This is an optimization exercise on Yosys and OpenROAD, whose aim is small area, not a production implementation.
Function was checked by simulation only, so behaviour that the tests miss may differ from the original.
The clock port is modelled as an ideal driver; clocking choices that lean on that would not hold on a real chip.

==> flow/design.v (excerpt) <==
module UART_TOP #(parameter data_bits=8)(sys_clk,rst,data_in,start_btn,tx,tx_done,rx,data_out,rx_done,AN,display_out);
input sys_clk,rst,start_btn;
input [data_bits-1:0] data_in;
input rx;
output tx,tx_done,rx_done;
output[data_bits-1:0] data_out;
output [7:0]AN,display_out;
wire tx_start;
wire baud_tick;
DEBOUNCER DEBOUNCING_CKT(sys_clk,start_btn,tx_start);
BAUD_RATE_GEN BAUD_GEN(sys_clk,rst,baud_tick);
UART_TX TRANSMITTER(sys_clk,rst,baud_tick,tx_start,data_in,tx,tx_done);
UART_RX RECEIVER(sys_clk,rst,rx,baud_tick,rx_done,data_out);
MULTI_SEG_DISP SEVEN_SEG_DISP(sys_clk,rst,data_in,data_out,AN,display_out);
endmodule
For scale: about 350 cells after synthesis, roughly 3500 um^2 of cells after synthesis.
Settings: LEC_CHECK=0, CAP_MARGIN=20, CORE_MARGIN=2, CORE_UTILIZATION=60, PLACE_DENSITY=0.7, SLEW_MARGIN=20; clock period 10.0 ns.
standard.sh (not shown) runs the stock make flow with config.mk's settings and CLKGATE_MAP_FILE= SYNTH_SCRIPT=/design/flow/synth_recipe.tcl, a recipe that flattens the netlist after the stock synthesis.
==> flow/flow/run.sh <==
#!/bin/bash
# Own layout flow: the standard flow with three changes.
#  1. After the standard synthesis, the combinational gates are re-mapped for
#     area with yosys/ABC (resyn.tcl with the ABC scripts area*.abc): a few
#     rounds, each trying every script on the smallest netlist so far and
#     keeping the smallest result. Every register instance of the standard
#     synthesis is kept unchanged (name, cell type, nets).
#  2. Port buffers are sky130_fd_sc_hd__buf_1 (every input and output port
#     still gets its own buffer).
#  3. CTS inserts no dummy clock loads, and clkdown.tcl then downsizes the
#     clock buffers that can be smaller while every flip-flop clock-pin slew
#     stays at most 105 ps.
# Each tool's full output goes to a log file in this folder.
set -euo pipefail
WORK=$(pwd)
RES=$WORK/orfs/results/$FLOW_PLATFORM/UART_TOP/base
LIB=$FLOW_HOME/platforms/$FLOW_PLATFORM/lib/sky130_fd_sc_hd__tt_025C_1v80.lib
YOSYS=$FLOW_HOME/../tools/install/yosys/bin/yosys
[ -x "$YOSYS" ] || YOSYS=yosys

bash standard.sh synth > $WORK/log_1_standard_synth.log 2>&1

cp $RES/1_2_yosys.v $WORK/resyn_0.v
area_of() { grep "Chip area" "$1" | tail -1 | awk '{print $NF}'; }
best=$WORK/resyn_0.v
bestarea=1e9
n=0
for round in 1 2 3; do
  start=$best
  for s in $WORK/flow/area*.abc; do
    n=$((n+1))
    LIB=$LIB NETLIST=$start TOP=$FLOW_TOP ABC_SCRIPT=$s OUTNET=$WORK/resyn_$n.v \
      $YOSYS -c $WORK/flow/resyn.tcl > $WORK/log_2_resyn_yosys_$n.log 2>&1 || continue
    a=$(area_of $WORK/log_2_resyn_yosys_$n.log)
    [ -n "$a" ] || continue
    echo "round $round $(basename $s) from $(basename $start): $a" >> $WORK/log_2_resyn_summary.log
    if awk -v a="$a" -v b="$bestarea" 'BEGIN { exit !(a < b) }'; then
      best=$WORK/resyn_$n.v; bestarea=$a
    fi
  done
  [ "$best" = "$start" ] && break
done
echo "chosen $(basename $best): $bestarea" >> $WORK/log_2_resyn_summary.log
cp $best $RES/1_2_yosys.v
rm -f $RES/1_synth.odb $RES/1_synth.sdc

export BUFFER_PORTS_ARGS="-buffer_cell sky130_fd_sc_hd__buf_1"
export CTS_ARGS="-sink_clustering_enable -repair_clock_nets -dont_use_dummy_load"
export POST_CTS_TCL=$WORK/flow/clkdown.tcl
bash standard.sh > $WORK/log_3_standard_layout.log 2>&1
==> flow/flow/area1.abc <==
strash
balance
rewrite
refactor
balance
rewrite
rewrite -z
balance
refactor -z
rewrite -z
balance
dch -f
amap
==> flow/flow/area2.abc <==
strash
balance
rewrite
refactor
balance
rewrite
rewrite -z
balance
refactor -z
rewrite -z
balance
dch -f
amap
strash
balance
rewrite
refactor
balance
rewrite
rewrite -z
balance
refactor -z
rewrite -z
balance
dch -f
amap
==> flow/flow/area3.abc <==
strash
balance
rewrite
refactor
balance
rewrite
rewrite -z
balance
refactor -z
rewrite -z
balance
dch -f
amap -F 3 -A 10
==> flow/flow/area4.abc <==
strash
dc2
balance
rewrite
refactor
balance
rewrite
rewrite -z
balance
refactor -z
rewrite -z
balance
dc2
dch -f
amap
strash
dch -f
amap
==> flow/flow/clkdown.tcl <==
proc clk_pin_worst_slew {} {
  estimate_parasitics -placement
  set w 0
  foreach p [all_registers -clock_pins] {
    set s [get_property $p slew_max]
    if { $s > $w } { set w $s }
  }
  return $w
}
set limit 0.105
set bufs [concat [get_cells clkbuf_3*] [get_cells clkbuf_2*] [get_cells clkbuf_1*]]
foreach inst $bufs {
  set orig [get_property $inst ref_name]
  if { $orig ne "sky130_fd_sc_hd__clkbuf_8" } { continue }
  replace_cell $inst sky130_fd_sc_hd__clkbuf_4
  set w [clk_pin_worst_slew]
  if { $w > $limit } {
    replace_cell $inst $orig
    puts "clkdown: [get_name $inst] stays $orig (would give $w)"
  } else {
    puts "clkdown: [get_name $inst] -> sky130_fd_sc_hd__clkbuf_4 (worst $w)"
  }
}
puts "clkdown: worst clock-pin slew [clk_pin_worst_slew]"
==> flow/flow/resyn.tcl <==
# Re-map the combinational logic of the standard synthesis netlist for area.
# Every register instance of the standard synthesis is kept as it is (same
# instance, cell type and nets); only the gates between registers change.
set lib $::env(LIB)
set net $::env(NETLIST)
yosys read_liberty -ignore_miss_func $lib
yosys blackbox sky130_fd_sc_hd__df* sky130_fd_sc_hd__edf* sky130_fd_sc_hd__sdf* sky130_fd_sc_hd__dl* sky130_fd_sc_hd__conb_1
yosys read_verilog $net
yosys hierarchy -top $::env(TOP)
yosys stat -liberty $lib
yosys flatten
yosys opt_clean -purge
yosys abc -liberty $lib -script $::env(ABC_SCRIPT) -dont_use *probe* -dont_use *lpflow* -dont_use *clkdly* -dont_use *dlygate* -dont_use *clkbuf* -dont_use *clkinv* -dont_use *dlymetal*
yosys opt_clean -purge
yosys hierarchy -top $::env(TOP) -purge_lib
yosys stat -liberty $lib
yosys write_verilog -noattr -nohex -nodec $::env(OUTNET)
Next try:
--- a/flow/flow/run.sh
+++ b/flow/flow/run.sh
@@ -9,5 +9,3 @@
 #     still gets its own buffer).
-#  3. CTS inserts no dummy clock loads, and clkdown.tcl then downsizes the
-#     clock buffers that can be smaller while every flip-flop clock-pin slew
-#     stays at most 105 ps.
+#  3. CTS inserts no dummy clock loads.
 # Each tool's full output goes to a log file in this folder.
@@ -48,3 +46,2 @@
 export CTS_ARGS="-sink_clustering_enable -repair_clock_nets -dont_use_dummy_load"
-export POST_CTS_TCL=$WORK/flow/clkdown.tcl
 bash standard.sh > $WORK/log_3_standard_layout.log 2>&1
removed: flow/flow/clkdown.tcl
Critical path depth does not change.
Die area stays the same.
Routed wire length went up by 1.0%.
Next try:
==> flow/flow/run.sh (replaced) <==
#!/bin/bash
# Own layout flow: the standard flow with three changes.
#  1. After the standard synthesis, the combinational gates are re-mapped for
#     area with yosys/ABC (resyn.tcl, area.abc). Every register instance of
#     the standard synthesis is kept unchanged (name, cell type, nets).
#  2. Port buffers are sky130_fd_sc_hd__buf_1 (every input and output port
#     still gets its own buffer).
#  3. CTS inserts no dummy clock loads.
# Each tool's full output goes to a log file in this folder.
set -euo pipefail
WORK=$(pwd)
RES=$WORK/orfs/results/$FLOW_PLATFORM/UART_TOP/base
LIB=$FLOW_HOME/platforms/$FLOW_PLATFORM/lib/sky130_fd_sc_hd__tt_025C_1v80.lib
YOSYS=$FLOW_HOME/../tools/install/yosys/bin/yosys
[ -x "$YOSYS" ] || YOSYS=yosys

bash standard.sh synth > $WORK/log_1_standard_synth.log 2>&1

cp $RES/1_2_yosys.v $WORK/standard_1_2_yosys.v
LIB=$LIB NETLIST=$WORK/standard_1_2_yosys.v TOP=$FLOW_TOP ABC_SCRIPT=$WORK/flow/area.abc \
  OUTNET=$WORK/resyn_1_2_yosys.v $YOSYS -c $WORK/flow/resyn.tcl > $WORK/log_2_resyn_yosys.log 2>&1
cp $WORK/resyn_1_2_yosys.v $RES/1_2_yosys.v
rm -f $RES/1_synth.odb $RES/1_synth.sdc

export BUFFER_PORTS_ARGS="-buffer_cell sky130_fd_sc_hd__buf_1"
export CTS_ARGS="-sink_clustering_enable -repair_clock_nets -dont_use_dummy_load"
bash standard.sh > $WORK/log_3_standard_layout.log 2>&1
==> flow/flow/area.abc (new file) <==
strash
balance
rewrite
refactor
balance
rewrite
rewrite -z
balance
refactor -z
rewrite -z
balance
dch -f
amap
removed: flow/flow/area1.abc
removed: flow/flow/area2.abc
removed: flow/flow/area3.abc
removed: flow/flow/area4.abc
What happened: The new run went through all stages and came out clean; synthesized cell count came out higher by 2.6%; clock-buffer cell count is unchanged; routed wire length goes down by 0.97%; first-iteration DRC count went down by 20%.

-- port drivers added, routing unchanged --
In the flow no input, the clock included, has a driving cell. The finished layouts below were timed again as built, in two steps. Step 1, drivers: a clkbuf_16 drives sys_clk and a buf_2 each remaining input, both assumed. Step 2 moves the port delays by t, midway between the first and last clock arrival at a register: inputs arrive t later, outputs are due t later. That takes back most of the time a late clock gives input paths. Slacks: ideal ports / drivers / drivers and shift; pairs: ideal ports / drivers.
| run | shift t [ns] | setup WS [ns] | worst setup path at the end | latest minus earliest clock arrival (ns) | worst data-port slew with drivers (ns) |
|---|---|---|---|---|---|
| the first run | 0.379 | 6.347 / 6.319 / 6.698 | register to output | 0.024 / 0.023 | 0.03 |
| the second run | 0.370 | 6.336 / 6.308 / 6.678 | register to output | 0.017 / 0.017 | 0.03 |
| the third run | 0.375 | 6.331 / 6.302 / 6.677 | register to output | 0.018 / 0.018 | 0.03 |
After both steps every run listed still meets setup and hold.
